From an optimization exercise on the open Yosys and OpenROAD flow, aimed at small area; shortcuts taken in it are not production practice.
The RTL was checked by simulation tests, not by an equivalence proof against the original design.
Power is estimated from default activity; no workload was simulated. The flow treats the clock pin as an ideal source, which a real chip does not have.

`flow/run.sh`:
```
#!/bin/bash
# The standard ORFS flow (the standard.sh), with:
#  - synthesis: the standard flow's script, but ABC maps for area (flow/area.abc), and
#    adders are left to ABC instead of ORFS's half/full-adder cells
#  - CTS without dummy loads, sink clusters of up to 30 on clkbuf_16,
#    clkbuf_8 above them
#  - the resizer may swap a cell for one of another size footprint (it can
#    upsize a weak gate instead of adding a buffer)
#  - port buffers (one per input and output, as standard) of the smallest
#    buffer cell
# Each tool's output goes to the ORFS logs under orfs/logs; make's output to
# standard.log.
set -euo pipefail
HERE=$PWD
export AREA_ABC_DIR=$HERE/flow
cat $HERE/flow/area_hook.tcl $HERE/synth_recipe.tcl > $HERE/area_synth.tcl
CTS="-sink_clustering_enable -repair_clock_nets -dont_use_dummy_load -sink_clustering_size 30 -sink_clustering_max_diameter 100 -buf_list {sky130_fd_sc_hd__clkbuf_8 sky130_fd_sc_hd__clkbuf_16} -sink_clustering_buffer sky130_fd_sc_hd__clkbuf_16 -root_buf sky130_fd_sc_hd__clkbuf_8 -tree_buf sky130_fd_sc_hd__clkbuf_8"
bash standard.sh SYNTH_SCRIPT=$HERE/area_synth.tcl ADDER_MAP_FILE= "CTS_ARGS=$CTS" "BUFFER_PORTS_ARGS=-buffer_cell sky130_fd_sc_hd__buf_1" MATCH_CELL_FOOTPRINT=0 finish > standard.log 2>&1
```
`flow/area.abc`:
```
&get -n
&st
&dch
&nf -p -C 32 -F 10 -R 1000
&put
mfs2 -a
strash
&get -n
&dch
&nf -p -C 32 -F 10 -R 1000
&put
```
`flow/area_hook.tcl`:
```
# Sourced before the standard flow's synthesis script: ABC maps the logic for area with
# area.abc (beside this file) instead of ORFS's speed script. Everything else
# in the synthesis is the standard flow's. Registers are mapped before ABC runs, and ABC
# does not touch them.
set ::area_abc_script [file join $::env(AREA_ABC_DIR) area.abc]
proc abc {args} {
  set i [lsearch -exact $args -script]
  if {$i >= 0} { lset args [expr {$i + 1}] $::area_abc_script }
  puts "area hook: abc $args"
  yosys abc {*}$args
}
```
`standard.sh`:
```
#!/bin/bash
# synth_recipe.tcl (not shown) runs the flow's synth.tcl, then flattens the netlist and writes it again
# the make line also repeats each setting of config.mk as NAME=value (left out here)
make -C /OpenROAD-flow-scripts/flow DESIGN_CONFIG=/design/flow/config.mk WORK_HOME=/design/flow/orfs CLKGATE_MAP_FILE= SYNTH_SCRIPT=/design/flow/synth_recipe.tcl "${@:-finish}"
```
`config.mk`:
```
export PLATFORM = sky130hd
export DESIGN_NAME = router_top2
export DESIGN_NICKNAME = router_top2
export VERILOG_FILES = /design/flow/design.v
export SDC_FILE = /design/flow/constraint.sdc
export NUM_CORES = 4
export LEC_CHECK = 0
export CAP_MARGIN = 0
export CORE_MARGIN = 2
export CORE_UTILIZATION = 70
export PLACE_DENSITY = 0.8
export SLEW_MARGIN = 0
```
`constraint.sdc`:
```
create_clock -name core_clock -period 5.0 [get_ports {clock}]
set_input_delay 1.0000 -clock core_clock [delete_from_list [all_inputs] [get_ports {clock}]]
set_output_delay 1.0000 -clock core_clock [all_outputs]
set_load 0.01 [all_outputs]
```
`design.v`:
```
module router_fifo (input clock, resetn, soft_reset, write_enb, read_enb, tlfd,
                    input [7:0] data_in,
                    output full, empty,
                    output reg [7:0] data_out);
reg [8:0] mem [0:15];
reg [4:0] wp, rp;
function [4:0] step(input [4:0] p);
  step = p[4] ? 5'b00000 :
         p[3:0] == 4'b1000 ? 5'b10000 :
         {1'b0, p[2:0], p[3] ^ p[2] ^ (p[2:0] == 3'b000)};
endfunction
reg zero;
reg [5:0] cnt;
reg [8:0] rd;
integer i;
always @(*) begin
  rd = 9'd0;
  for (i = 0; i < 16; i = i + 1)
    rd = rd | (mem[i] & {9{rp[3:0] == i}});
end
always @(posedge clock)
  if (write_enb && !wp[4])
    mem[wp[3:0]] <= {tlfd, data_in};
always @(posedge clock)
  if (!resetn || soft_reset)
    wp <= 5'd0;
  else if (write_enb && !full)
    wp <= step(wp);
always @(posedge clock)
  if (!resetn || soft_reset) begin
    rp <= 5'd0;
    data_out <= 8'd0;
  end else if (zero && data_out != 8'd0)
    data_out <= 8'd0;
  else if (read_enb && !empty) begin
    rp <= step(rp);
    if (!rp[4])
      data_out <= rd[7:0];
  end
always @(posedge clock)
  if (!resetn || soft_reset)
    zero <= 1'b1;
  else if (read_enb && !empty) begin
    if (rd[8])
      zero <= 1'b0;
    else if (cnt == 6'd0)
      zero <= 1'b1;
  end
always @(posedge clock)
  if (read_enb && !empty) begin
    if (rd[8])
      cnt <= rd[7:2];
    else
      cnt <= cnt - 6'd1;
  end
assign full  = wp[4] && rp == 5'd0;    
assign empty = (rp == wp);
endmodule
module router_fsm (input clock, resetn, pkt_valid, parity_done,
                   input [1:0] data_in,
                   input soft_reset_0, soft_reset_1, soft_reset_2, fifo_full, low_pkt_valid,
                   input fifo_empty_0, fifo_empty_1, fifo_empty_2,
                   output busy, detect_add, ld_state, laf_state, full_state,
                   output write_enb_reg, rst_int_reg, lfd_state);
localparam DECODE_ADDRESS     = 3'b000,
           LOAD_FIRST_DATA    = 3'b001,
           LOAD_DATA          = 3'b010,
           FIFO_FULL_STATE    = 3'b011,
           LOAD_AFTER_FULL    = 3'b100,
           LOAD_PARITY        = 3'b101,
           CHECK_PARITY_ERROR = 3'b110,
           WAIT_TILL_EMPTY    = 3'b111;
reg [2:0] ste, nste;
reg [1:0] addr;    
always @(posedge clock)
  addr <= data_in;
always @(posedge clock)
  if (!resetn || soft_reset_0 || soft_reset_1 || soft_reset_2)
    ste <= DECODE_ADDRESS;
  else
    ste <= nste;
wire dest_empty = (data_in == 2'd0 && fifo_empty_0) || (data_in == 2'd1 && fifo_empty_1) ||
                  (data_in == 2'd2 && fifo_empty_2);
wire addr_empty = (addr == 2'd0 && fifo_empty_0) || (addr == 2'd1 && fifo_empty_1) ||
                  (addr == 2'd2 && fifo_empty_2);
always @(*)
  case (ste)
    DECODE_ADDRESS:     nste = !pkt_valid || data_in == 2'd3 ? DECODE_ADDRESS :
                               dest_empty ? LOAD_FIRST_DATA : WAIT_TILL_EMPTY;
    LOAD_FIRST_DATA:    nste = LOAD_DATA;
    LOAD_DATA:          nste = fifo_full ? FIFO_FULL_STATE : !pkt_valid ? LOAD_PARITY : LOAD_DATA;
    FIFO_FULL_STATE:    nste = fifo_full ? FIFO_FULL_STATE : LOAD_AFTER_FULL;
    LOAD_AFTER_FULL:    nste = parity_done ? DECODE_ADDRESS : low_pkt_valid ? LOAD_PARITY : LOAD_DATA;
    LOAD_PARITY:        nste = CHECK_PARITY_ERROR;
    CHECK_PARITY_ERROR: nste = fifo_full ? FIFO_FULL_STATE : DECODE_ADDRESS;
    default:            nste = addr_empty ? LOAD_FIRST_DATA : WAIT_TILL_EMPTY;
  endcase
assign detect_add    = (ste == DECODE_ADDRESS);
assign ld_state      = (ste == LOAD_DATA);
assign laf_state     = (ste == LOAD_AFTER_FULL);
assign full_state    = (ste == FIFO_FULL_STATE);
assign write_enb_reg = (ste == LOAD_DATA || ste == LOAD_PARITY || ste == LOAD_AFTER_FULL);
assign rst_int_reg   = (ste == CHECK_PARITY_ERROR);
assign lfd_state     = (ste == LOAD_FIRST_DATA);
assign busy          = !(ste == DECODE_ADDRESS || ste == LOAD_DATA);
endmodule
module router_reg (input clock, resetn, pkt_valid,
                   input [7:0] data_in,
                   input fifo_full, rst_int_reg, detect_add, ld_state, laf_state, full_state, lfd_state,
                   output reg parity_done, low_pkt_valid, err,
                   output reg [7:0] dout);
reg [7:0] ffb, intp;
reg perr, pw;
always @(posedge clock)
  if (detect_add || (ld_state && !fifo_full))
    dout <= data_in;
  else if (laf_state)
    dout <= ffb;
always @(posedge clock)
  if (detect_add)
    intp <= data_in;
  else if (pkt_valid && ld_state)
    intp <= intp ^ data_in;
always @(posedge clock)
  if (ld_state && !pkt_valid)
    perr <= (intp != data_in);
always @(posedge clock)
  if (detect_add)
    pw <= 1'b0;
  else if (ld_state && !pkt_valid)
    pw <= 1'b1;
always @(posedge clock)
  if (!resetn)
    ffb <= 8'd0;
  else if (fifo_full && ld_state)
    ffb <= data_in;
always @(posedge clock)
  parity_done <= !detect_add && laf_state && low_pkt_valid && !parity_done;
always @(posedge clock)
  if (!resetn || rst_int_reg)
    low_pkt_valid <= 1'b0;
  else if (ld_state && !pkt_valid)
    low_pkt_valid <= 1'b1;
always @(posedge clock)
  if (!resetn)
    err <= 1'b0;
  else if (rst_int_reg && (pw ? perr : intp != 8'd0))
    err <= 1'b1;
endmodule
module router_sync (input detect_add,
                    input [1:0] data_in,
                    input write_enb_reg, clock, resetn, read_enb_0, read_enb_1, read_enb_2,
                    input empty_0, empty_1, empty_2, full_0, full_1, full_2,
                    output [2:0] write_enb,
                    output fifo_full,
                    output reg soft_reset_0, soft_reset_1, soft_reset_2,
                    output vld_out_0, vld_out_1, vld_out_2);
reg [1:0] add;    
reg [4:0] count_0, count_1, count_2;
localparam [4:0] C1 = 5'b00001, C30 = 5'b01000;
function [4:0] lfsr(input [4:0] c);
  lfsr = {c[3:0], c[4] ^ c[2]};
endfunction
always @(posedge clock)
  if (detect_add)
    add <= data_in;
assign write_enb = write_enb_reg ? {add == 2'd2, add == 2'd1, add == 2'd0} : 3'b000;
assign fifo_full = (add == 2'd0 && full_0) || (add == 2'd1 && full_1) || (add == 2'd2 && full_2);
assign vld_out_0 = ~empty_0;
assign vld_out_1 = ~empty_1;
assign vld_out_2 = ~empty_2;
always @(posedge clock) begin
  count_0 <= (!vld_out_0 || read_enb_0 || count_0 == C30) ? C1 : lfsr(count_0);
  count_1 <= (!vld_out_1 || read_enb_1 || count_1 == C30) ? C1 : lfsr(count_1);
  count_2 <= (!vld_out_2 || read_enb_2 || count_2 == C30) ? C1 : lfsr(count_2);
  soft_reset_0 <= resetn && vld_out_0 && !read_enb_0 && count_0 == C30;
  soft_reset_1 <= resetn && vld_out_1 && !read_enb_1 && count_1 == C30;
  soft_reset_2 <= resetn && vld_out_2 && !read_enb_2 && count_2 == C30;
end
endmodule
module router_top2 (input clock, resetn, read_enb_0, read_enb_1, read_enb_2,
                    input [7:0] data_in,
                    input pkt_valid,
                    output [7:0] data_out_0, data_out_1, data_out_2,
                    output valid_out_0, valid_out_1, valid_out_2, error, busy);
wire [2:0] write_enb1;
wire [7:0] dt;
wire emt0, emt1, emt2, full_0, full_1, full_2, fifo_full;
wire soft_reset_0, soft_reset_1, soft_reset_2;
wire parity_done, low_pkt_valid, detect_add, ld_state, laf_state, full_state;
wire write_enb_reg, rst_int_reg, lfd_state;
reg tlfd;
always @(posedge clock)
  tlfd <= lfd_state;
router_fsm rfsm (clock, resetn, pkt_valid, parity_done, data_in[1:0], soft_reset_0, soft_reset_1,
                 soft_reset_2, fifo_full, low_pkt_valid, emt0, emt1, emt2, busy, detect_add,
                 ld_state, laf_state, full_state, write_enb_reg, rst_int_reg, lfd_state);
router_sync rsync (detect_add, data_in[1:0], write_enb_reg, clock, resetn, read_enb_0, read_enb_1,
                   read_enb_2, emt0, emt1, emt2, full_0, full_1, full_2, write_enb1, fifo_full,
                   soft_reset_0, soft_reset_1, soft_reset_2, valid_out_0, valid_out_1, valid_out_2);
router_reg rr (clock, resetn, pkt_valid, data_in, fifo_full, rst_int_reg, detect_add, ld_state,
               laf_state, full_state, lfd_state, parity_done, low_pkt_valid, error, dt);
router_fifo rf1 (clock, resetn, soft_reset_0, write_enb1[0], read_enb_0, tlfd, dt, full_0, emt0, data_out_0);
router_fifo rf2 (clock, resetn, soft_reset_1, write_enb1[1], read_enb_1, tlfd, dt, full_1, emt1, data_out_1);
router_fifo rf3 (clock, resetn, soft_reset_2, write_enb1[2], read_enb_2, tlfd, dt, full_2, emt2, data_out_2);
endmodule
```
==> out/metrics.cfg, run 1 <==
[run_status]
status = no timing/DRC/antenna violations

[pwr]
peakVddDrop_mv = 0.420
power_w = 0.0106
cellPowerDensity_mw_per_mm2 = 478
p_leak_nw = 6.98

[synth]
ys_ff_latch = 562
ys.flop_type = edfxtp_1
synth.yosys.seq_area_share = 0.767
synth_edf_count = 469
syn_avg_cell_area_um2 = 15.4
synth.cell_area_mm2 = 0.0208
async_flop_share = 0
synthDistinctLibCells = 42
postSynthCellCount = 1354
synth_fp_nets = 1368
synth-warning-count = 5

[finish]
n_antenna_cell = 0
nFillCells = 1779
fin_nets = 1464
syn_to_final_growth_pct = 6.67
mostFrequentLayoutCells = edfxtp_1 (469), nor2_1 (176), a222oi_1 (98)
mostFrequentLayoutCell = edfxtp_1
drive_above_1_share = 0.0359

[routing]
vias_per_cell = 6.99
wl_per_cell_um = 25.9
dr.pass1.iters = 6
ant_nets = 0
wirelength_um = 47600
vias = 12800
drt_iter0_drc = 2403
route.detailed.drc = 0

[clock_tree]
post-cts-setup-buffers = 0
numCtsBuffers = 22
clk_path_buf_depth = 3
clk_latency_ns = 0.64
cts_tree = yes
cts.reportedPaths.clkPinSlew_ns = 0.11
cts.sinks = 562
ctsHoldBuffers = 0
cts_resized = 0
ctsHtreeMaxLevel = 1
clock-root-buffer = clkbuf_8

[timing]
slew_viol_final = 0
timing.final.crit_share = 0.769
max_freq_mhz = 260
tns_ns = 0
period_needed_ns = 3.85
rsz0062_at_grt = false
fin_skew_ns = 0.0386
max_slew_margin = 0.122
max_slew.worst_pin.slew_ns = 1.31
setup_viol_count_final = 0
finalHoldViolCount = 0

[die]
dieArea_mm2 = 0.0311
die_h_um = 176
io_pins = 43
rows = 63
start_util = 0.705
coreArea_mm2 = 0.0295
die_w_um = 176

[worst_setup_path]
cp.required_ns = 4.00
crit_slowest_cell = nor3_1
cpPeakStageDelay_ns = 0.94
start_kind = flop
critPathKind = reg2out
path_max_fanout = 12
arrival_ns = 2.85
cp-end-kind = primary output
path_buf_inv = 2
crit_family = simple AND/OR/NAND/NOR gates
cp_cell_sequence = xor2_1 > nor3_1 > clkinv_1 > buf_1

[global_route]
antenna_found_initial = 0
grt_pass1_vias = 12400
grt_max_degree = 49
grt-ovfl-total = 0
grt_first_pass_wirelength_um = 72100
grt_use_total = 0.308

[min_path]
worstHoldPathType = reg2reg

[placement]
hpwl_um = 30700
gp_congestion = 0.897
portBuffers = 42

[job]
drv_cap = 0

-- worst register-to-register path, delay by kind of cell (launching register included) --
kind	cells	cell delay (ns)
AOI/OAI and AO/OA	2	0.50
and+or+nand+nor	6	2.37
DFF	1	0.39
-- sequential cells by signal (all words and copies together) (netlist names), 2 cells and up --
signal	flops
rf1.cnt	6
rf1.data_out	8
rf1.mem	144
rf1.rp	5
rf1.wp	5
rf2.cnt	6
rf2.data_out	8
rf2.mem	144
rf2.rp	5
rf2.wp	5
rf3.cnt	6
rf3.data_out	8
rf3.mem	144
rf3.rp	5
rf3.wp	5
rfsm.addr	2
rfsm.ste	3
rr.dout	8
rr.ffb	8
rr.intp	8
rsync.add	2
rsync.count_0	5
rsync.count_1	5
rsync.count_2	5
-- routing by layer --
metal  track usage  up-vias  part of all wire
met1         0.440     6255              0.39
met3        0.0452      103              0.10
met2         0.508      809              0.49
met4        0.0799        0             0.026
li1              -     5675                 -
met5             0        -                 0
-- synth_stat cells, types with 2 or more instances --
| master | n | area share |
|---|---|---|
| a211oi_1 | 14 | 0.0051 |
| nand4_1 | 18 | 0.0054 |
| a222oi_1 | 98 | 0.047 |
| dfxtp_1 | 93 | 0.090 |
| mux2i_1 | 3 | 0.0014 |
| nor2_1 | 176 | 0.032 |
| nor3b_1 | 2 | 0.00072 |
| nand2_1 | 67 | 0.012 |
| a221oi_1 | 7 | 0.0029 |
| and3_1 | 8 | 0.0024 |
| a21boi_0 | 2 | 0.00072 |
| clkinv_1 | 6 | 0.0011 |
| o21a_1 | 4 | 0.0014 |
| nor4_1 | 14 | 0.0042 |
| o22ai_1 | 6 | 0.0018 |
| a41oi_1 | 2 | 0.00084 |
| mux2_1 | 15 | 0.0081 |
| o21ai_0 | 57 | 0.014 |
| a32oi_1 | 5 | 0.0021 |
| nand3b_1 | 8 | 0.0029 |
| edfxtp_1 | 469 | 0.68 |
| and2_0 | 12 | 0.0036 |
| nand2b_1 | 32 | 0.0096 |
| nand3_1 | 45 | 0.011 |
| a21oi_1 | 24 | 0.0058 |
| a22oi_1 | 65 | 0.023 |
| nor3_1 | 44 | 0.011 |
| nor2b_1 | 4 | 0.0012 |
| o311a_1 | 2 | 0.00096 |
| xor2_1 | 21 | 0.0088 |
| or4_1 | 2 | 0.00072 |
| xnor2_1 | 15 | 0.0063 |
| a31oi_1 | 5 | 0.0015 |
-- power breakdown --
| part | switching, W | total, W | leakage [nW] | internal [W] |
|---|---|---|---|---|
| Sequential | 0.000316 | 0.00626 | 5.03 | 0.00594 |
| Clock | 0.00127 | 0.00201 | 0.256 | 0.000735 |
| Combinational | 0.00171 | 0.00235 | 1.70 | 0.000636 |
| Total | 0.00330 | 0.0106 | 6.98 | 0.00731 |
-- stage by stage --
stage          cell area [um2]   util  cells  hold WS, ns  setup WS (ns)
2_1_floorplan            20800      -   1354        0.421           2.07
3_3_place_gp             21700  0.735   1816        0.436           1.59
3_5_place_dp             21700  0.735   1816        0.446           1.36
4_1_cts                  22200  0.752   1838        0.455           1.30
5_1_grt                  22200  0.752   1838        0.486           1.02
6_report                 22200  0.752   1838        0.448           1.15
-- worst paths after layout --
kind                      end  slack, ns  cells past startpoint              from
min          rsync.count_1[1]       0.45                      1  rsync.count_1[0]
max reg2reg    rf2.mem[12][2]       1.35                      8       rfsm.ste[2]
max               valid_out_0       1.15                      4         rf1.wp[0]
min reg2reg  rsync.count_1[1]       0.45                      1  rsync.count_1[0]
-- cells by family after synthesis --
logic type / share of synthesized area
DFF: 0.767
and+or+nand+nor: 0.0977
AOI/OAI and AO/OA: 0.110
xor gates and xnor gates: 0.0152
muxes: 0.00957
buffers and inverters: 0.00108
-- cell type report --
class / count / area [um2] / share of cell area
Sequential cell: 562 / 15900 / 0.719
Multi-Input combinational cell: 786 / 4830 / 0.218
Inverter: 6 / 22.5 / 0.00102
Clock buffer: 22 / 517 / 0.0233
Tap cell: 390 / 488 / 0.0220
Timing Repair Buffer: 72 / 383 / 0.0173
==> inputs of run 2 (changes only) <==
==> flow/run.sh (replaced) <==
#!/bin/bash
# The standard ORFS flow (the standard.sh), with:
#  - synthesis: the standard flow's script, but ABC maps for area (flow/area.abc), and
#    adders are left to ABC instead of ORFS's half/full-adder cells
#  - CTS without dummy loads, sink clusters of up to 33 on clkbuf_16,
#    clkbuf_8 above them
#  - port buffers (one per input and output, as standard) of the smallest
#    buffer cell
# Each tool's output goes to the ORFS logs under orfs/logs; make's output to
# standard.log.
set -euo pipefail
HERE=$PWD
export AREA_ABC_DIR=$HERE/flow
cat $HERE/flow/area_hook.tcl $HERE/synth_recipe.tcl > $HERE/area_synth.tcl
CTS="-sink_clustering_enable -repair_clock_nets -dont_use_dummy_load -sink_clustering_size 33 -sink_clustering_max_diameter 110 -buf_list {sky130_fd_sc_hd__clkbuf_8 sky130_fd_sc_hd__clkbuf_16} -sink_clustering_buffer sky130_fd_sc_hd__clkbuf_16 -root_buf sky130_fd_sc_hd__clkbuf_8 -tree_buf sky130_fd_sc_hd__clkbuf_8"
bash standard.sh SYNTH_SCRIPT=$HERE/area_synth.tcl ADDER_MAP_FILE= "CTS_ARGS=$CTS" "BUFFER_PORTS_ARGS=-buffer_cell sky130_fd_sc_hd__buf_1" finish > standard.log 2>&1
==> run 2 against run 1 <==
Routed wire length fell by 0.37%. Still clean. Non-clock buffer count is the same. First-iteration DRC count increased by 0.71%. Clock-buffer cell count fell by 1. Global-route usage shrank 0.13 points. Combinational power barely moved. Hold slack better by 0.010 ns. Sequential share of layout area is 0.081 points higher. Sequential cell count did not move. Synthesized cell count is the same. Clock skew grew 0.059 ns. Final area down 0.11%.
==> out/metrics.cfg, run 2 <==
[clock_tree]
ctsHtreeMaxLevel = 1
cts_resized = 0
cts_tree = yes
cts.reportedPaths.clkPinSlew_ns = 0.12
clk_latency_ns = 0.65
ctsHoldBuffers = 0
numCtsBuffers = 21
post-cts-setup-buffers = 0
clock-root-buffer = clkbuf_8
clk_path_buf_depth = 3
cts.sinks = 562

[synth]
synth_common_cells = edfxtp_1 (469), nor2_1 (176), a222oi_1 (98), dfxtp_1 (93), nand2_1 (67)
synthDistinctLibCells = 42
synth_top_area_cell = edfxtp_1
synth_area_leaders = edfxtp_1 (68%), dfxtp_1 (9.0%), a222oi_1 (4.7%), nor2_1 (3.2%), a22oi_1 (2.3%)
synth.cell_area_mm2 = 0.0208
ys_ff_latch = 562
synth.yosys.seq_area_share = 0.767
async_flop_share = 0
yosysMostFrequentCell = edfxtp_1
synth_top_area_frac = 0.677
ys.flop_type = edfxtp_1
postSynthCellCount = 1354
synth_edf_count = 469
syn_avg_cell_area_um2 = 15.4
synth-warning-count = 5
synth_fp_nets = 1368

[routing]
wirelength_um = 47500
vias = 13000
wl_per_cell_um = 25.8
drt_iter0_drc = 2420
vias_per_cell = 7.06
dr.pass1.iters = 9
ant_nets = 0
route.detailed.drc = 0

[die]
die_h_um = 176
io_pins = 43
start_util = 0.705
rows = 63
coreArea_mm2 = 0.0295
dieArea_mm2 = 0.0311
die_w_um = 176

[global_route]
grt_use_total = 0.306
grt-ovfl-total = 0
use_met2 = 0.504
gr-max-usage-layer = met2
grt_max_degree = 49
grt_util_met1 = 0.445
antenna_found_initial = 0
use_met3 = 0.0370
grt_first_pass_wirelength_um = 71700
grt_pass1_vias = 12300

[timing]
tns_ns = 0
timing.final.crit_share = 0.768
period_needed_ns = 3.84
slew_viol_final = 0
max_freq_mhz = 260
rsz0062_at_grt = false
setup_viol_count_final = 0
fin_skew_ns = 0.0975
max_slew.worst_pin.slew_ns = 1.35
finalHoldViolCount = 0
max_slew_margin = 0.0948
holdWs_ns = 0.458

[finish]
fin_cells = 1837
n_antenna_cell = 0
syn_to_final_growth_pct = 6.55
fin_nets = 1463
mostFrequentLayoutCell = edfxtp_1
mostFrequentLayoutCells = edfxtp_1 (469), nor2_1 (176), a222oi_1 (98)
nFillCells = 1783
drive_above_1_share = 0.0352

[worst_setup_path]
start_kind = flop
cpPeakStageDelay_ns = 0.86
critPathKind = reg2out
crit_family = simple AND/OR/NAND/NOR gates
cp_cell_sequence = xnor2_1 > nand3_1 > nor3_1 > clkinv_1 > buf_1
cp-end-kind = primary output
arrival_ns = 2.84
path_max_fanout = 11
crit_slowest_cell = nor3_1
cp.required_ns = 4.00
path_buf_inv = 2

[pwr]
switching_power_w = 0.00328
pwr-share-seq = 0.593
p_int_w = 0.00728
power_w = 0.0106
swShare = 0.311
power.share.clock = 0.185
comb_power_share = 0.222
p_leak_nw = 6.97
peakVddDrop_mv = 0.399
cellPowerDensity_mw_per_mm2 = 477

[placement]
portBuffers = 42
dp_cells = 1816
hpwl_um = 30700
gp_congestion = 0.897

[min_path]
worstHoldPathType = reg2reg

[job]
drv_cap = 0

[run_status]
status = no timing/DRC/antenna violations

-- run 2: per-stage QoR --
step | setup WS [ns] | utilization | cell area, um2
6_report | 1.16 | 0.752 | 22200
5_1_grt | 0.991 | 0.752 | 22200
4_1_cts | 1.29 | 0.752 | 22200
3_5_place_dp | 1.36 | 0.735 | 21700
3_3_place_gp | 1.59 | 0.735 | 21700
2_1_floorplan | 2.07 | - | 20800
-- run 2: power groups by stage --
stage	combinational, W	sequential, W	clock (W)
2_1_floorplan	0.00114	0.00648	0
3_3_place_gp	0.00222	0.00634	0
3_5_place_dp	0.00230	0.00636	0
4_1_cts	0.00231	0.00625	0.00197
5_1_grt	0.00253	0.00630	0.00212
6_report	0.00234	0.00626	0.00196
-- run 2: cells by family (layout without fill, tap and decap cells) --
group / count (synthesis) / count (layout) / share of synthesized area
compound gates: 296 / 296 / 0.110
xor+xnor: 36 / 36 / 0.0152
buf+inv: 6 / 99 / 0.00108
flops: 562 / 562 / 0.767
mux: 18 / 18 / 0.00957
simple gates: 436 / 436 / 0.0977
-- run 2: worst paths after layout --
check / cells after the start / start / slack, ns / end
setup / recovery: 5 / rf1.rp[2] / 1.16 / valid_out_0
hold / removal: 1 / rsync.count_1[0] / 0.46 / rsync.count_1[1]
setup reg to reg: 7 / rfsm.ste[2] / 1.31 / rf3.mem[2][0]
hold reg to reg: 1 / rsync.count_1[0] / 0.46 / rsync.count_1[1]
-- run 2: worst reg2reg max path: cells and delay by family, from the launching register on --
kind | cells | cell delay (ns)
AOI/OAI and AO/OA | 1 | 0.25
DFF | 1 | 0.39
and+or+nand+nor | 6 | 2.66
-- run 2: final cells by class --
class / instances / area, um2 / share of cell area
Timing Repair Buffer: 72 / 383 / 0.0173
Tap cell: 390 / 488 / 0.0220
Clock buffer: 21 / 492 / 0.0222
Sequential cell: 562 / 15900 / 0.720
Multi-Input combinational cell: 786 / 4830 / 0.218
Inverter: 6 / 22.5 / 0.00102
-- run 2: metal layers --
layer,vias up,wire length (um)
li1,5676,-
met1,6344,18100
met2,858,23000
met3,96,4960
met4,0,1410
met5,-,0
==> inputs of run 3 (changes only) <==
--- a/design.v
+++ b/design.v
@@ -108,8 +108,9 @@
                    input [7:0] data_in,
                    input fifo_full, rst_int_reg, detect_add, ld_state, laf_state, full_state, lfd_state,
-                   output reg parity_done, low_pkt_valid, err,
+                   output parity_done,
+                   output reg low_pkt_valid, err,
                    output reg [7:0] dout);
 reg [7:0] ffb, intp;
-reg perr, pw;
+reg perr;
 always @(posedge clock)
   if (detect_add || (ld_state && !fifo_full))
@@ -123,11 +124,6 @@
     intp <= intp ^ data_in;
 always @(posedge clock)
-  if (ld_state && !pkt_valid)
+  if (ld_state)
     perr <= (intp != data_in);
-always @(posedge clock)
-  if (detect_add)
-    pw <= 1'b0;
-  else if (ld_state && !pkt_valid)
-    pw <= 1'b1;
 always @(posedge clock)
   if (!resetn)
@@ -135,6 +131,5 @@
   else if (fifo_full && ld_state)
     ffb <= data_in;
-always @(posedge clock)
-  parity_done <= !detect_add && laf_state && low_pkt_valid && !parity_done;
+assign parity_done = 1'b0;
 always @(posedge clock)
   if (!resetn || rst_int_reg)
@@ -145,5 +140,5 @@
   if (!resetn)
     err <= 1'b0;
-  else if (rst_int_reg && (pw ? perr : intp != 8'd0))
+  else if (rst_int_reg && perr)
     err <= 1'b1;
 endmodule
--- a/flow/run.sh
+++ b/flow/run.sh
@@ -13,4 +13,4 @@
 export AREA_ABC_DIR=$HERE/flow
 cat $HERE/flow/area_hook.tcl $HERE/synth_recipe.tcl > $HERE/area_synth.tcl
-CTS="-sink_clustering_enable -repair_clock_nets -dont_use_dummy_load -sink_clustering_size 33 -sink_clustering_max_diameter 110 -buf_list {sky130_fd_sc_hd__clkbuf_8 sky130_fd_sc_hd__clkbuf_16} -sink_clustering_buffer sky130_fd_sc_hd__clkbuf_16 -root_buf sky130_fd_sc_hd__clkbuf_8 -tree_buf sky130_fd_sc_hd__clkbuf_8"
+CTS="-sink_clustering_enable -repair_clock_nets -dont_use_dummy_load -sink_clustering_size 33 -sink_clustering_max_diameter 90 -buf_list {sky130_fd_sc_hd__clkbuf_8 sky130_fd_sc_hd__clkbuf_16} -sink_clustering_buffer sky130_fd_sc_hd__clkbuf_16 -root_buf sky130_fd_sc_hd__clkbuf_8 -tree_buf sky130_fd_sc_hd__clkbuf_8"
 bash standard.sh SYNTH_SCRIPT=$HERE/area_synth.tcl ADDER_MAP_FILE= "CTS_ARGS=$CTS" "BUFFER_PORTS_ARGS=-buffer_cell sky130_fd_sc_hd__buf_1" finish > standard.log 2>&1
--- a/config.mk
+++ b/config.mk
@@ -8,5 +8,5 @@
 export CAP_MARGIN = 0
 export CORE_MARGIN = 2
-export CORE_UTILIZATION = 70
-export PLACE_DENSITY = 0.8
+export CORE_UTILIZATION = 80
+export PLACE_DENSITY = 0.9
 export SLEW_MARGIN = 0
==> run 3 against run 2 <==
Still clean. Fmax increased by 2.7%. Die area decreased by 13%. Power decreased by 12%. Global-route usage increased by 6.7 points. First-iteration DRC count increased by 23%. Critical path depth unchanged.
==> out/metrics.cfg, run 3 <==
[pwr]
pwr-share-seq = 0.627
comb_power_share = 0.169
p_leak_nw = 6.95
power.share.clock = 0.204
power_w = 0.00934
peakVddDrop_mv = 0.514
cellPowerDensity_mw_per_mm2 = 424
p_int_w = 0.00672
swShare = 0.280
switching_power_w = 0.00262

[synth]
ys_ff_latch = 560
postSynthCellCount = 1342
synth_common_cells = edfxtp_1 (469), nor2_1 (185), a222oi_1 (98), dfxtp_1 (91), nand2_1 (73)
synth.cell_area_mm2 = 0.0207
synth-xor-area-share = 0.0152
synth.yosys.seq_area_share = 0.768
synth_top_family_by_area = compound AO/OA/AOI/OAI gates
synth-warning-count = 5
ys.flop_type = edfxtp_1
synthDistinctLibCells = 43
async_flop_share = 0
synth_area_leaders = edfxtp_1 (68%), dfxtp_1 (8.8%), a222oi_1 (4.7%), nor2_1 (3.4%), a22oi_1 (2.1%)
synth_compound_area_frac = 0.107
syn_avg_cell_area_um2 = 15.4
synthAdderAreaFrac = 0
synth-simple-area-share = 0.0994
synth_top_area_frac = 0.680
synthMuxAreaShare = 0.00960
synth_top_area_cell = edfxtp_1
yosysMostFrequentCell = edfxtp_1
synth_fp_nets = 1356
synth_edf_count = 469

[routing]
drt_iter0_drc = 2980
wirelength_um = 49600
wl_per_cell_um = 28.0
dr.pass1.iters = 10
vias_per_cell = 7.66
vias = 13600
ant_nets = 0
route.detailed.drc = 0

[timing]
slew_viol_final = 0
finalHoldViolCount = 0
setup_viol_count_final = 0
period_needed_ns = 3.74
max_slew_margin = 0.0941
max_freq_mhz = 267
tns_ns = 0
max_slew.worst_pin.slew_ns = 1.35
rsz0062_at_grt = false
timing.final.crit_share = 0.748
fin_skew_ns = 0.0324

[global_route]
grt_max_degree = 49
gr-max-usage-layer = met2
grt_util_met1 = 0.522
use_met3 = 0.0663
grt_first_pass_wirelength_um = 74600
antenna_found_initial = 1
grt-ovfl-total = 0
grt_pass1_vias = 12900
grt_use_total = 0.374
use_met2 = 0.610

[finish]
fin_cells = 1769
mostFrequentLayoutCell = edfxtp_1
multi_input_area_mm2 = 0.00479
fin_util = 0.869
n_antenna_cell = 0
drive_above_1_share = 0.0389
fin_nets = 1455
syn_to_final_growth_pct = 6.30
nFillCells = 1048
seqCellArea_mm2 = 0.0159
finalInstanceArea_mm2 = 0.0220
mostFrequentLayoutCells = edfxtp_1 (469), nor2_1 (185), a222oi_1 (98)

[placement]
portBuffers = 42
dpl-instance-area_mm2 = 0.0216
gp_congestion = 0.926
hpwl_um = 31400
dp_cells = 1749

[die]
rows = 58
dieArea_mm2 = 0.0272
start_util = 0.818
coreArea_mm2 = 0.0253
die_w_um = 165
io_pins = 43
die_h_um = 165

[min_path]
worstHoldPathType = reg2reg
min_from = rsync.count_2[1]

[job]
drv_cap = 0

[clock_tree]
numCtsBuffers = 20
ctsHoldBuffers = 0
cts_resized = 0
cts.sinks = 560
cts_tree = yes
clk_latency_ns = 0.64
post-cts-setup-buffers = 0
clk_path_buf_depth = 3
cts.reportedPaths.clkPinSlew_ns = 0.12
clock-root-buffer = clkbuf_8
ctsHtreeMaxLevel = 1

[worst_setup_path]
worstReg2RegStart = rf1.rp[1]
arrival_ns = 2.74
cp-end-kind = primary output
cp.required_ns = 4.00
start_kind = flop
critPathKind = reg2out
path_max_fanout = 12
startpoint = rf1.wp[0]

[run_status]
status = no timing/DRC/antenna violations

## run 3: cell types whose count changed in the layout (fill, tap and decap cells not counted), moves of 6 or more
cell and delta:
a21oi_1 -14, a22oi_1 -8, nand2_1 +6, nor2_1 +9, o21ai_0 -12
## run 3: cell families (layout without fill, tap and decap cells)
family | Yosys count | after routing
flip-flops | 560 | 560
AND/OR/NAND/NOR | 445 | 445
AO/OA/AOI/OAI | 276 | 276
XOR/XNOR | 36 | 36
multiplexers | 18 | 18
buffers and inverters | 7 | 104
## run 3: power by group through the flow
stage          registers (W)  logic, W  clock network (W)
2_1_floorplan        0.00608  0.000702                  0
3_3_place_gp         0.00593   0.00142                  0
3_5_place_dp         0.00595   0.00151                  0
4_1_cts              0.00585   0.00153            0.00188
5_1_grt              0.00588   0.00169            0.00202
6_report             0.00586   0.00158            0.00191
## run 3: final cells by class
cell class / instances / area share
Inverter: 7 / 0.00119
Timing Repair Buffer: 77 / 0.0191
Multi-Input combinational cell: 775 / 0.218
Clock buffer: 20 / 0.0212
Sequential cell: 560 / 0.722
Tap cell: 330 / 0.0188
## run 3: routing by layer
metal / wire length, um / part of all wire
met1: 16800 / 0.34
met2: 24000 / 0.48
met3: 6960 / 0.14
met4: 1800 / 0.036
met5: 15 / 0.00030
## run 3: path summary, 6_finish.rpt
kind	end	slack, ns	cells after the start
max	valid_out_0	1.26	5
min	rsync.count_2[2]	0.48	1
max reg2reg	rf1.mem[12][1]	1.36	7
min reg2reg	rsync.count_2[2]	0.48	1
## run 3: critical path, cell delays in order, from the launching register on
cell and delay, ns:
dfxtp_1 0.63, xnor2_1 0.18, nand3_1 0.11, nor3_1 0.76
clkinv_1 0.22, buf_1 0.21
## run 3: per-stage QoR
step,setup WS (ns),hold slack [ns]
3_3_place_gp,1.75,0.439
4_1_cts,1.33,0.479
6_report,1.26,0.476
2_1_floorplan,1.81,0.430
3_5_place_dp,1.58,0.449
5_1_grt,1.08,0.489
==> inputs of run 4 (changes only) <==
==> flow/run.sh (replaced) <==
#!/bin/bash
# The standard ORFS flow (the standard.sh), with:
#  - synthesis: the standard flow's script, but ABC maps for area (flow/area.abc), and
#    adders are left to ABC instead of ORFS's half/full-adder cells
#  - CTS without dummy loads, sink clusters of up to 34 on clkbuf_16,
#    clkbuf_8 above them
#  - port buffers (one per input and output, as standard) of the smallest
#    buffer cell
# Each tool's output goes to the ORFS logs under orfs/logs; make's output to
# standard.log.
set -euo pipefail
HERE=$PWD
export AREA_ABC_DIR=$HERE/flow
cat $HERE/flow/area_hook.tcl $HERE/synth_recipe.tcl > $HERE/area_synth.tcl
CTS="-sink_clustering_enable -repair_clock_nets -dont_use_dummy_load -sink_clustering_size 34 -sink_clustering_max_diameter 80 -buf_list {sky130_fd_sc_hd__clkbuf_8 sky130_fd_sc_hd__clkbuf_16} -sink_clustering_buffer sky130_fd_sc_hd__clkbuf_16 -root_buf sky130_fd_sc_hd__clkbuf_8 -tree_buf sky130_fd_sc_hd__clkbuf_8"
bash standard.sh SYNTH_SCRIPT=$HERE/area_synth.tcl ADDER_MAP_FILE= "CTS_ARGS=$CTS" "BUFFER_PORTS_ARGS=-buffer_cell sky130_fd_sc_hd__buf_1" finish > standard.log 2>&1
==> run 4 against run 3 <==
Critical endpoint is now valid_out_2. Synthesized cell count is the same. Global-route usage fell by 0.43 points. Utilization is the same. Still clean on timing, DRC and antenna. Clock-buffer cell count unchanged. Non-clock buffer count unchanged. Critical path type unchanged. Fmax is 0.48% lower. Hold slack improved by 0.0018 ns. Sequential power about the same. Worst setup slack lost 0.018 ns. Sequential cell count is the same. Combinational power about the same.
==> out/metrics.cfg, run 4 <==
[finish]
drive_above_1_share = 0.0389
fin_cells = 1769
finalInstanceArea_mm2 = 0.0220
fin_nets = 1455
syn_to_final_growth_pct = 6.30
seqCellArea_mm2 = 0.0159
mostFrequentLayoutCells = edfxtp_1 (469), nor2_1 (185), a222oi_1 (98)
mostFrequentLayoutCell = edfxtp_1
n_antenna_cell = 0
nFillCells = 1066
multi_input_area_mm2 = 0.00479

[placement]
dpl-instance-area_mm2 = 0.0216
dp_cells = 1749
gp_congestion = 0.926
portBuffers = 42
hpwl_um = 31400

[die]
coreArea_mm2 = 0.0253
start_util = 0.818
die_h_um = 165
dieArea_mm2 = 0.0272
io_pins = 43
die_w_um = 165
rows = 58

[synth]
synth.cell_area_mm2 = 0.0207
synth-warning-count = 5
ys.flop_type = edfxtp_1
synth_edf_count = 469
synth_top_area_cell = edfxtp_1
synth_common_cells = edfxtp_1 (469), nor2_1 (185), a222oi_1 (98), dfxtp_1 (91), nand2_1 (73)
synth_top_area_frac = 0.680
synth_area_leaders = edfxtp_1 (68%), dfxtp_1 (8.8%), a222oi_1 (4.7%), nor2_1 (3.4%), a22oi_1 (2.1%)
postSynthCellCount = 1342
synthDistinctLibCells = 43
synth.yosys.seq_area_share = 0.768
ys_ff_latch = 560
syn_avg_cell_area_um2 = 15.4
synth_fp_nets = 1356
yosysMostFrequentCell = edfxtp_1
async_flop_share = 0

[routing]
ant_nets = 0
drt_iter0_drc = 3106
vias = 13500
dr.pass1.iters = 7
wirelength_um = 49300
wl_per_cell_um = 27.8
route.detailed.drc = 0
vias_per_cell = 7.64

[clock_tree]
ctsHoldBuffers = 0
post-cts-setup-buffers = 0
clock-root-buffer = clkbuf_8
cts_tree = yes
cts.sinks = 560
numCtsBuffers = 20
cts.reportedPaths.clkPinSlew_ns = 0.12
clk_latency_ns = 0.66
ctsHtreeMaxLevel = 1
cts_resized = 0
clk_path_buf_depth = 3

[timing]
period_needed_ns = 3.76
max_slew_margin = 0.110
max_slew.worst_pin.slew_ns = 1.33
slew_viol_final = 0
finalHoldViolCount = 0
timing.final.crit_share = 0.752
max_freq_mhz = 266
rsz0062_at_grt = false
fin_skew_ns = 0.0641
setup_viol_count_final = 0
tns_ns = 0

[worst_setup_path]
start_kind = flop
worstReg2RegStart = rf1.rp[0]
cp-end-kind = primary output
startpoint = rf3.rp[2]
critPathKind = reg2out
path_max_fanout = 11
cp.required_ns = 4.00
arrival_ns = 2.76

[pwr]
cellPowerDensity_mw_per_mm2 = 423
p_int_w = 0.00672
comb_power_share = 0.169
power_w = 0.00932
p_leak_nw = 6.95
switching_power_w = 0.00260
power.share.clock = 0.203
swShare = 0.279
pwr-share-seq = 0.628
peakVddDrop_mv = 0.420

[global_route]
grt_use_total = 0.369
antenna_found_initial = 1
grt_max_degree = 49
grt_pass1_vias = 12600
grt_first_pass_wirelength_um = 73800
grt-ovfl-total = 0

[run_status]
status = no timing/DRC/antenna violations

[job]
drv_cap = 0

[min_path]
min_from = rsync.count_2[1]
worstHoldPathType = reg2reg

[run 4: cell counts in the layout (fill, tap and decap cells not counted)]
Identical to the previous run, type by type.
[run 4: final cells by class]
class	count	area share
Tap cell	330	0.0188
Inverter	7	0.00119
Sequential cell	560	0.722
Clock buffer	20	0.0212
Multi-Input combinational cell	775	0.218
Timing Repair Buffer	77	0.0191
[run 4: cells by family (layout without fill, tap and decap cells)]
family / after synthesis / count (layout) / share of synthesized area
DFF: 560 / 560 / 0.768
and+or+nand+nor: 445 / 445 / 0.0994
AOI/OAI and AO/OA: 276 / 276 / 0.107
xor gates and xnor gates: 36 / 36 / 0.0152
muxes: 18 / 18 / 0.00960
buffers and inverters: 7 / 104 / 0.00127
[run 4: layer usage]
metal	routed length (um)	global-route usage	vias to the layer above	share of wire
met2	23900	0.608	1221	0.48
met5	13	0	-	0.00026
li1	-	-	5629	-
met4	1780	0.113	2	0.036
met3	6580	0.0530	156	0.13
met1	17000	0.527	6506	0.35
[run 4: path summary, 6_finish.rpt]
check,cells past startpoint,slack (ns),endpoint
hold / removal,1,0.48,rsync.count_2[2]
setup reg to reg,7,1.38,rr.dout[2]
setup / recovery,5,1.24,valid_out_2
hold reg to reg,1,0.48,rsync.count_2[2]
[run 4: power groups by stage]
stage	combinational [W]	sequential, W	clock (W)
2_1_floorplan	0.000702	0.00608	0
3_3_place_gp	0.00142	0.00593	0
3_5_place_dp	0.00151	0.00595	0
4_1_cts	0.00152	0.00585	0.00186
5_1_grt	0.00168	0.00588	0.00201
6_report	0.00157	0.00586	0.00190
[run 4: stage by stage]
| step | worst slack, ns | utilization | hold WS [ns] |
|---|---|---|---|
| 6_report | 1.24 | 0.869 | 0.477 |
| 5_1_grt | 1.07 | 0.869 | 0.490 |
| 4_1_cts | 1.33 | 0.869 | 0.479 |
| 3_5_place_dp | 1.58 | 0.851 | 0.449 |
| 3_3_place_gp | 1.75 | 0.851 | 0.439 |
| 2_1_floorplan | 1.81 | - | 0.430 |
[run 4: critical path: stages (launching register included)]
cell and delay [ns]:
dfxtp_1 0.63, xnor2_1 0.17, nand3_1 0.09, nor3_1 0.85, clkinv_1 0.22, buf_1 0.18
==> inputs of run 5 (changes only) <==
==> flow/run.sh (replaced) <==
#!/bin/bash
# The standard ORFS flow (the standard.sh), with:
#  - synthesis: the standard flow's script, but ABC maps for area (flow/area.abc), and
#    adders are left to ABC instead of ORFS's half/full-adder cells
#  - CTS without dummy loads, sink clusters of up to 30 on clkbuf_16,
#    clkbuf_8 above them
#  - before repair_design, weak gates with 8 or more loads go one size up
#    (flow/pre_resize.tcl)
#  - port buffers (one per input and output, as standard) of the smallest
#    buffer cell
# Each tool's output goes to the ORFS logs under orfs/logs; make's output to
# standard.log.
set -euo pipefail
HERE=$PWD
export AREA_ABC_DIR=$HERE/flow
cat $HERE/flow/area_hook.tcl $HERE/synth_recipe.tcl > $HERE/area_synth.tcl
CTS="-sink_clustering_enable -repair_clock_nets -dont_use_dummy_load -sink_clustering_size 30 -sink_clustering_max_diameter 100 -buf_list {sky130_fd_sc_hd__clkbuf_8 sky130_fd_sc_hd__clkbuf_16} -sink_clustering_buffer sky130_fd_sc_hd__clkbuf_16 -root_buf sky130_fd_sc_hd__clkbuf_8 -tree_buf sky130_fd_sc_hd__clkbuf_8"
bash standard.sh SYNTH_SCRIPT=$HERE/area_synth.tcl ADDER_MAP_FILE= "CTS_ARGS=$CTS" "BUFFER_PORTS_ARGS=-buffer_cell sky130_fd_sc_hd__buf_1" PRE_RESIZE_TCL=$HERE/flow/pre_resize.tcl finish > standard.log 2>&1
==> flow/pre_resize.tcl (new file) <==
set n_up 0
foreach inst [get_cells *] {
  set ref [get_property $inst ref_name]
  if {[regexp {^sky130_fd_sc_hd__(nor2|nor3|nor4|nand2|nand3|nand4|nor2b|nor3b|nand2b|and2|and3|and4|or2|or3|or4|inv|a21oi|o21ai|a22oi|o22ai)_1$} $ref -> base]} {
    set out [get_pins -of_objects $inst -filter "direction==output"]
    set net [get_nets -of_objects $out]
    set loads [llength [get_pins -of_objects $net -filter "direction==input"]]
    if {$loads >= 8} {
      replace_cell $inst sky130_fd_sc_hd__${base}_2
      incr n_up
    }
  }
}
puts "pre_resize: upsized $n_up gates"
--- a/config.mk
+++ b/config.mk
@@ -8,5 +8,6 @@
 export CAP_MARGIN = 0
 export CORE_MARGIN = 2
-export CORE_UTILIZATION = 80
-export PLACE_DENSITY = 0.9
+export CORE_UTILIZATION = 70
+export GPL_TIMING_DRIVEN = 0
+export PLACE_DENSITY = 0.8
 export SLEW_MARGIN = 0
==> run 5 against run 4 <==
Still clean on timing, DRC and antenna. Routed wire length fell by 5.5%. Via count fell by 4.9%. Worst setup slack got worse by 0.59 ns. Final area rose by 2.1%. Clock-buffer cell count rose by 2. Die area rose by 14%. Critical path depth rose by 1. Sequential share of layout area fell by 1.5 points. Sequential power rose by 3%. Non-clock buffer count fell by 25. Synthesized area did not move. Sequential cell count did not move. Critical path type is now reg2reg. Critical endpoint is now rr.dout[5].
==> out/metrics.cfg, run 5 <==
[run_status]
status = no timing/DRC/antenna violations

[min_path]
worstHoldPathType = reg2reg

[finish]
nFillCells = 1653
finalInstanceArea_mm2 = 0.0225
mostFrequentLayoutCells = edfxtp_1 (469), nor2_1 (112), a222oi_1 (98)
fin_util = 0.777
multi_input_area_mm2 = 0.00515
syn_to_final_growth_pct = 8.51
n_antenna_cell = 0
mostFrequentLayoutCell = edfxtp_1
drive_above_1_share = 0.103
fin_nets = 1432
seqCellArea_mm2 = 0.0159

[timing]
fin_skew_ns = 0.0303
max_freq_mhz = 230
slew_viol_final = 0
setup_viol_count_final = 0
period_needed_ns = 4.35
finalHoldViolCount = 0
max_slew.worst_pin.slew_ns = 1.31
rsz0062_at_grt = false
tns_ns = 0
max_slew_margin = 0.118
holdWs_ns = 0.474
timing.final.crit_share = 0.871

[worst_setup_path]
critPathKind = reg2reg
r2r_slack_ns = 0.65
r2r_end = rr.dout[5]
reg2regPathDepth = 6
startpoint = rf1.rp[0]
path_max_fanout = 11
arrival_ns = 4.60
start_kind = flop
cp.required_ns = 5.24
cp-end-kind = flop
worstReg2RegStart = rf1.rp[0]
crit_path_end = rr.dout[5]

[synth]
ys.flop_type = edfxtp_1
postSynthCellCount = 1342
synthDistinctLibCells = 43
async_flop_share = 0
synth-warning-count = 5
ys_ff_latch = 560
synth_edf_count = 469
synth_common_cells = edfxtp_1 (469), nor2_1 (185), a222oi_1 (98), dfxtp_1 (91), nand2_1 (73)
synth_top_area_frac = 0.680
synth_area_leaders = edfxtp_1 (68%), dfxtp_1 (8.8%), a222oi_1 (4.7%), nor2_1 (3.4%), a22oi_1 (2.1%)
yosysMostFrequentCell = edfxtp_1
synth_fp_nets = 1356
syn_avg_cell_area_um2 = 15.4
synth.yosys.seq_area_share = 0.768
synth_top_area_cell = edfxtp_1
synth.cell_area_mm2 = 0.0207

[routing]
vias = 12800
drt_iter0_drc = 2080
wl_per_cell_um = 25.9
vias_per_cell = 7.14
dr.pass1.iters = 9
route.detailed.drc = 0
ant_nets = 0
wirelength_um = 46500

[global_route]
antenna_found_initial = 0
grt_use_total = 0.302
grt_first_pass_wirelength_um = 70700
grt_pass1_vias = 12400
grt-ovfl-total = 0
grt_max_degree = 49

[pwr]
cellPowerDensity_mw_per_mm2 = 422
power_w = 0.00948
p_leak_nw = 7.04
peakVddDrop_mv = 0.354

[clock_tree]
ctsHoldBuffers = 0
cts.sinks = 560
ctsHtreeMaxLevel = 1
clock-root-buffer = clkbuf_8
numCtsBuffers = 22
cts_resized = 0
cts_tree = yes
post-cts-setup-buffers = 0
clk_path_buf_depth = 3
clk_latency_ns = 0.64
cts.reportedPaths.clkPinSlew_ns = 0.11

[die]
coreArea_mm2 = 0.0289
start_util = 0.716
dieArea_mm2 = 0.0310
io_pins = 43
die_w_um = 176
rows = 62
die_h_um = 176

[placement]
portBuffers = 42
dpl-instance-area_mm2 = 0.0220
gp_congestion = 0.851
hpwl_um = 31000

[job]
drv_cap = 0

run 5: worst max-delay path, stage by stage (launching register included):
cell and delay (ns):
dfxtp_1 0.48, nor4_2 0.99, nand3b_1 0.39, o311ai_0 0.94, nand2_2 0.35, nand2_2 0.32, o21ai_0 0.47
run 5: kinds of logic after synthesis:
kind of cell | count (synthesis) | share of synthesized area
compound gates | 276 | 0.107
xor+xnor | 36 | 0.0152
buf+inv | 7 | 0.00127
flops | 560 | 0.768
mux | 18 | 0.00960
simple gates | 445 | 0.0994
run 5: worst min path at each step:
stage / startpoint / to / cells past startpoint
after floorplan: rsync.soft_reset_1 / rf2.zero / 2
after global placement: rsync.count_0[1] / rsync.count_0[2] / 1
after detailed placement: rsync.count_2[1] / rsync.count_2[2] / 1
after CTS: rsync.count_2[1] / rsync.count_2[2] / 1
after global routing: rsync.count_2[0] / rsync.count_2[1] / 1
final: rsync.count_2[1] / rsync.count_2[2] / 1
run 5: metal layers:
layer | wire length, um | track usage | up-vias
met5 | 0 | 0 | -
met2 | 22600 | 0.492 | 745
met4 | 1300 | 0.0964 | 0
li1 | - | - | 5614
met1 | 18000 | 0.430 | 6399
met3 | 4730 | 0.0444 | 90
run 5: area by class of cell:
cell class / count / area share
multi-input combinational: 775 / 0.229
tap: 384 / 0.0214
inverter: 7 / 0.00117
clock buffer: 22 / 0.0230
sequential: 560 / 0.708
timing repair buffer: 52 / 0.0176
run 5: per-stage QoR:
| stage | std cells | setup WS [ns] |
|---|---|---|
| finish | 1800 | 0.647 |
| global route | 1800 | 0.254 |
| CTS | 1800 | 0.611 |
| detailed placement | 1778 | 0.653 |
| global placement | 1768 | -0.0611 |
| floorplan | 1342 | 1.81 |
run 5: power by group:
| group | internal, W | total (W) | switching [W] |
|---|---|---|---|
| sequential | 0.00566 | 0.00601 | 0.000348 |
| combinational | 0.000486 | 0.00148 | 0.000997 |
| clock | 0.000734 | 0.00199 | 0.00126 |
| total | 0.00688 | 0.00948 | 0.00260 |
==> inputs of run 6 (changes only) <==
==> flow/run.sh (replaced) <==
#!/bin/bash
# The standard ORFS flow (the standard.sh), with:
#  - synthesis: the standard flow's script, but ABC maps for area (flow/area.abc), and
#    adders are left to ABC instead of ORFS's half/full-adder cells
#  - CTS without dummy loads, sink clusters of up to 30 on clkbuf_16,
#    clkbuf_8 above them
#  - before global placement, the gates driving memory row write enables go
#    one size up (flow/pre_gpl.tcl)
#  - port buffers (one per input and output, as standard) of the smallest
#    buffer cell
# Each tool's output goes to the ORFS logs under orfs/logs; make's output to
# standard.log.
set -euo pipefail
HERE=$PWD
export AREA_ABC_DIR=$HERE/flow
cat $HERE/flow/area_hook.tcl $HERE/synth_recipe.tcl > $HERE/area_synth.tcl
CTS="-sink_clustering_enable -repair_clock_nets -dont_use_dummy_load -sink_clustering_size 30 -sink_clustering_max_diameter 100 -buf_list {sky130_fd_sc_hd__clkbuf_8 sky130_fd_sc_hd__clkbuf_16} -sink_clustering_buffer sky130_fd_sc_hd__clkbuf_16 -root_buf sky130_fd_sc_hd__clkbuf_8 -tree_buf sky130_fd_sc_hd__clkbuf_8"
bash standard.sh SYNTH_SCRIPT=$HERE/area_synth.tcl ADDER_MAP_FILE= "CTS_ARGS=$CTS" "BUFFER_PORTS_ARGS=-buffer_cell sky130_fd_sc_hd__buf_1" PRE_GLOBAL_PLACE_TCL=$HERE/flow/pre_gpl.tcl finish > standard.log 2>&1
==> flow/pre_gpl.tcl (new file) <==
set n_up 0
foreach inst [get_cells *] {
  set ref [get_property $inst ref_name]
  if {![regexp {^sky130_fd_sc_hd__([a-z0-9]+)_1$} $ref -> base]} { continue }
  if {[string match "*df*" $base]} { continue }
  set up [get_lib_cells -quiet */sky130_fd_sc_hd__${base}_2]
  if {[llength $up] == 0} { continue }
  set out [get_pins -of_objects $inst -filter "direction==output"]
  if {[llength $out] != 1} { continue }
  set net [get_nets -of_objects $out]
  set de 0
  foreach p [get_pins -of_objects $net -filter "direction==input"] {
    if {[get_property $p lib_pin_name] eq "DE"} { incr de }
  }
  if {$de >= 8} {
    replace_cell $inst sky130_fd_sc_hd__${base}_2
    incr n_up
  }
}
puts "pre_gpl: upsized $n_up row-enable gates"
--- a/config.mk
+++ b/config.mk
@@ -8,6 +8,5 @@
 export CAP_MARGIN = 0
 export CORE_MARGIN = 2
-export CORE_UTILIZATION = 70
-export GPL_TIMING_DRIVEN = 0
-export PLACE_DENSITY = 0.8
+export CORE_UTILIZATION = 80
+export PLACE_DENSITY = 0.9
 export SLEW_MARGIN = 0
removed: flow/pre_resize.tcl
==> run 6 against run 5 <==
Still clean. Utilization up 9.7 points. Non-clock buffer count up 15. Routed wire length up 4.8%. Sequential share of layout area up 1.1 points. Combinational power up 8%. Critical endpoint is now valid_out_0. Largest cell class unchanged.
==> out/metrics.cfg, run 6 <==
[timing]
tns_ns = 0
max_freq_mhz = 268
setup_viol_count_final = 0
fin_skew_ns = 0.0455
setup_ws_ns = 1.26
rsz0062_at_grt = false
max_slew_margin = 0.0962
period_needed_ns = 3.74
holdWs_ns = 0.442
finalHoldViolCount = 0
timing.final.crit_share = 0.747
slew_viol_final = 0
max_slew.worst_pin.slew_ns = 1.35

[synth]
synth-simple-area-share = 0.0994
synth.yosys.seq_area_share = 0.768
synth_top_area_cell = edfxtp_1
synth.cell_area_mm2 = 0.0207
synthAdderAreaFrac = 0
synth_top_area_frac = 0.680
yosysMostFrequentCell = edfxtp_1
synthMuxAreaShare = 0.00960
synth_edf_count = 469
synth-xor-area-share = 0.0152
synth_compound_area_frac = 0.107
async_flop_share = 0
synth_common_cells = edfxtp_1 (469), nor2_1 (185), a222oi_1 (98), dfxtp_1 (91), nand2_1 (73)
syn_avg_cell_area_um2 = 15.4
synth_fp_nets = 1356
postSynthCellCount = 1342
synth-warning-count = 5
ys.flop_type = edfxtp_1
synth_top_family_by_area = compound AO/OA/AOI/OAI gates
ys_ff_latch = 560
synth_area_leaders = edfxtp_1 (68%), dfxtp_1 (8.8%), a222oi_1 (4.7%), nor2_1 (3.4%), a22oi_1 (2.1%)
synthDistinctLibCells = 43

[finish]
nFillCells = 1038
mostFrequentLayoutCells = edfxtp_1 (469), nor2_1 (149), a222oi_1 (98)
syn_to_final_growth_pct = 6.89
fin_nets = 1447
mostFrequentLayoutCell = edfxtp_1
multi_input_area_mm2 = 0.00494
seqCellArea_mm2 = 0.0159
drive_above_1_share = 0.0671
n_antenna_cell = 0

[global_route]
antenna_found_initial = 0
grt_first_pass_wirelength_um = 72700
grt_use_total = 0.363
grt-ovfl-total = 0
grt_max_degree = 49
grt_pass1_vias = 12500

[clock_tree]
ctsHoldBuffers = 0
cts.reportedPaths.clkPinSlew_ns = 0.11
clk_path_buf_depth = 3
clock-root-buffer = clkbuf_8
cts.sinks = 560
post-cts-setup-buffers = 0
ctsHtreeMaxLevel = 1
numCtsBuffers = 22
cts_tree = yes
cts_resized = 0
clk_latency_ns = 0.66

[die]
start_util = 0.818
die_h_um = 165
rows = 58
coreArea_mm2 = 0.0253
die_w_um = 165
io_pins = 43
dieArea_mm2 = 0.0272

[routing]
dr.pass1.iters = 9
ant_nets = 0
wl_per_cell_um = 27.7
wirelength_um = 48800
drt_iter0_drc = 2746
vias = 13400
vias_per_cell = 7.58
route.detailed.drc = 0

[worst_setup_path]
path_max_fanout = 12
arrival_ns = 2.74
critPathKind = reg2out
cp-end-kind = primary output
start_kind = flop
cp.required_ns = 4.00

[pwr]
p_leak_nw = 6.97
peakVddDrop_mv = 0.444
cellPowerDensity_mw_per_mm2 = 424

[job]
drv_cap = 0

[placement]
dp_slack_ns = 1.60
portBuffers = 42
hpwl_um = 31100
gp_congestion = 0.874

[min_path]
worstHoldPathType = reg2reg

[run_status]
status = no timing/DRC/antenna violations

-- run 6: cell counts after synthesis --
No cell type changed its count.
-- run 6: power by group --
part	leakage (nW)	switching [W]	internal (W)
Clock	0.256	0.00125	0.000733
Combinational	1.71	0.00121	0.000386
Sequential	5.01	0.000144	0.00566
Total	6.97	0.00261	0.00678
-- run 6: through the flow --
step	cells	total power (W)	util	area [um2]
floorplan	1342	0.00678	-	20700
global placement	1739	0.00733	0.854	21600
detailed placement	1739	0.00745	0.854	21600
CTS	1761	0.00932	0.874	22100
global route	1761	0.00965	0.874	22100
finish	1761	0.00939	0.874	22100
-- run 6: layout make-up --
| type | count | share of cell area |
|---|---|---|
| Timing Repair Buffer | 67 | 0.0156 |
| Tap cell | 330 | 0.0186 |
| Multi-Input combinational cell | 775 | 0.223 |
| Sequential cell | 560 | 0.718 |
| Clock buffer | 22 | 0.0233 |
| Inverter | 7 | 0.00119 |
-- run 6: worst max-delay path, cell delays in order (launching register included) --
cell      delay (ns)
dfxtp_1         0.64
xnor2_1         0.19
nand3_1         0.10
nor3_1          0.71
clkinv_1        0.23
buf_1           0.21
-- run 6: cells by family (layout without fill, tap and decap cells) --
logic type | Yosys count | after routing
AOI/OAI and AO/OA | 276 | 276
muxes | 18 | 18
buffers and inverters | 7 | 96
DFF | 560 | 560
and+or+nand+nor | 445 | 445
xor gates and xnor gates | 36 | 36
-- run 6: routing by layer --
metal	vias up	routed length, um	track usage	part of all wire
met3	179	6400	0.0525	0.13
met4	0	1930	0.126	0.040
met1	6320	16800	0.506	0.34
met2	1232	23700	0.603	0.49
met5	-	0	0	0
li1	5625	-	-	-
-- run 6: final timing paths --
path / start / end / slack, ns / cells past startpoint
worst min-delay path: rsync.count_1[0] / rsync.count_1[1] / 0.44 / 1
worst min register to register: rsync.count_1[0] / rsync.count_1[1] / 0.44 / 1
worst max-delay path: rf1.wp[1] / valid_out_0 / 1.26 / 5
worst max register to register: rf1.rp[0] / rr.dout[5] / 1.43 / 6

re-timing with driven ports:
The flow's constraints put no driver on any port. The routed layouts listed below were extracted and timed again, unchanged, in two steps. Step 1: set_driving_cell puts a clkbuf_16 on clock and a buf_2 on each other input, an assumption about the parent block. Step 2 also shifts input and output timing later by t, the mid clock arrival at the registers, as if the neighbouring blocks saw the same clock. a / b / c = ideal / step 1 / step 2; a / b = the first two.
| run | shift t [ns] | slack for setup (ns) | worst setup path at the end | cell pins on the clock port's net |
|---|---|---|---|---|
| run 1 | 0.670 | 1.155 / 1.108 / 1.348 | register to register | 1 |
| run 2 | 0.650 | 1.160 / 1.113 / 1.315 | register to register | 1 |
| run 3 | 0.673 | 1.260 / 1.212 / 1.360 | register to register | 1 |
| run 4 | 0.676 | 1.242 / 1.195 / 1.379 | register to register | 1 |
| run 5 | 0.674 | 0.647 / 0.647 / 0.647 | register to register | 1 |
| run 6 | 0.689 | 1.264 / 1.214 / 1.427 | register to register | 1 |
After both steps every run listed still meets setup and hold.
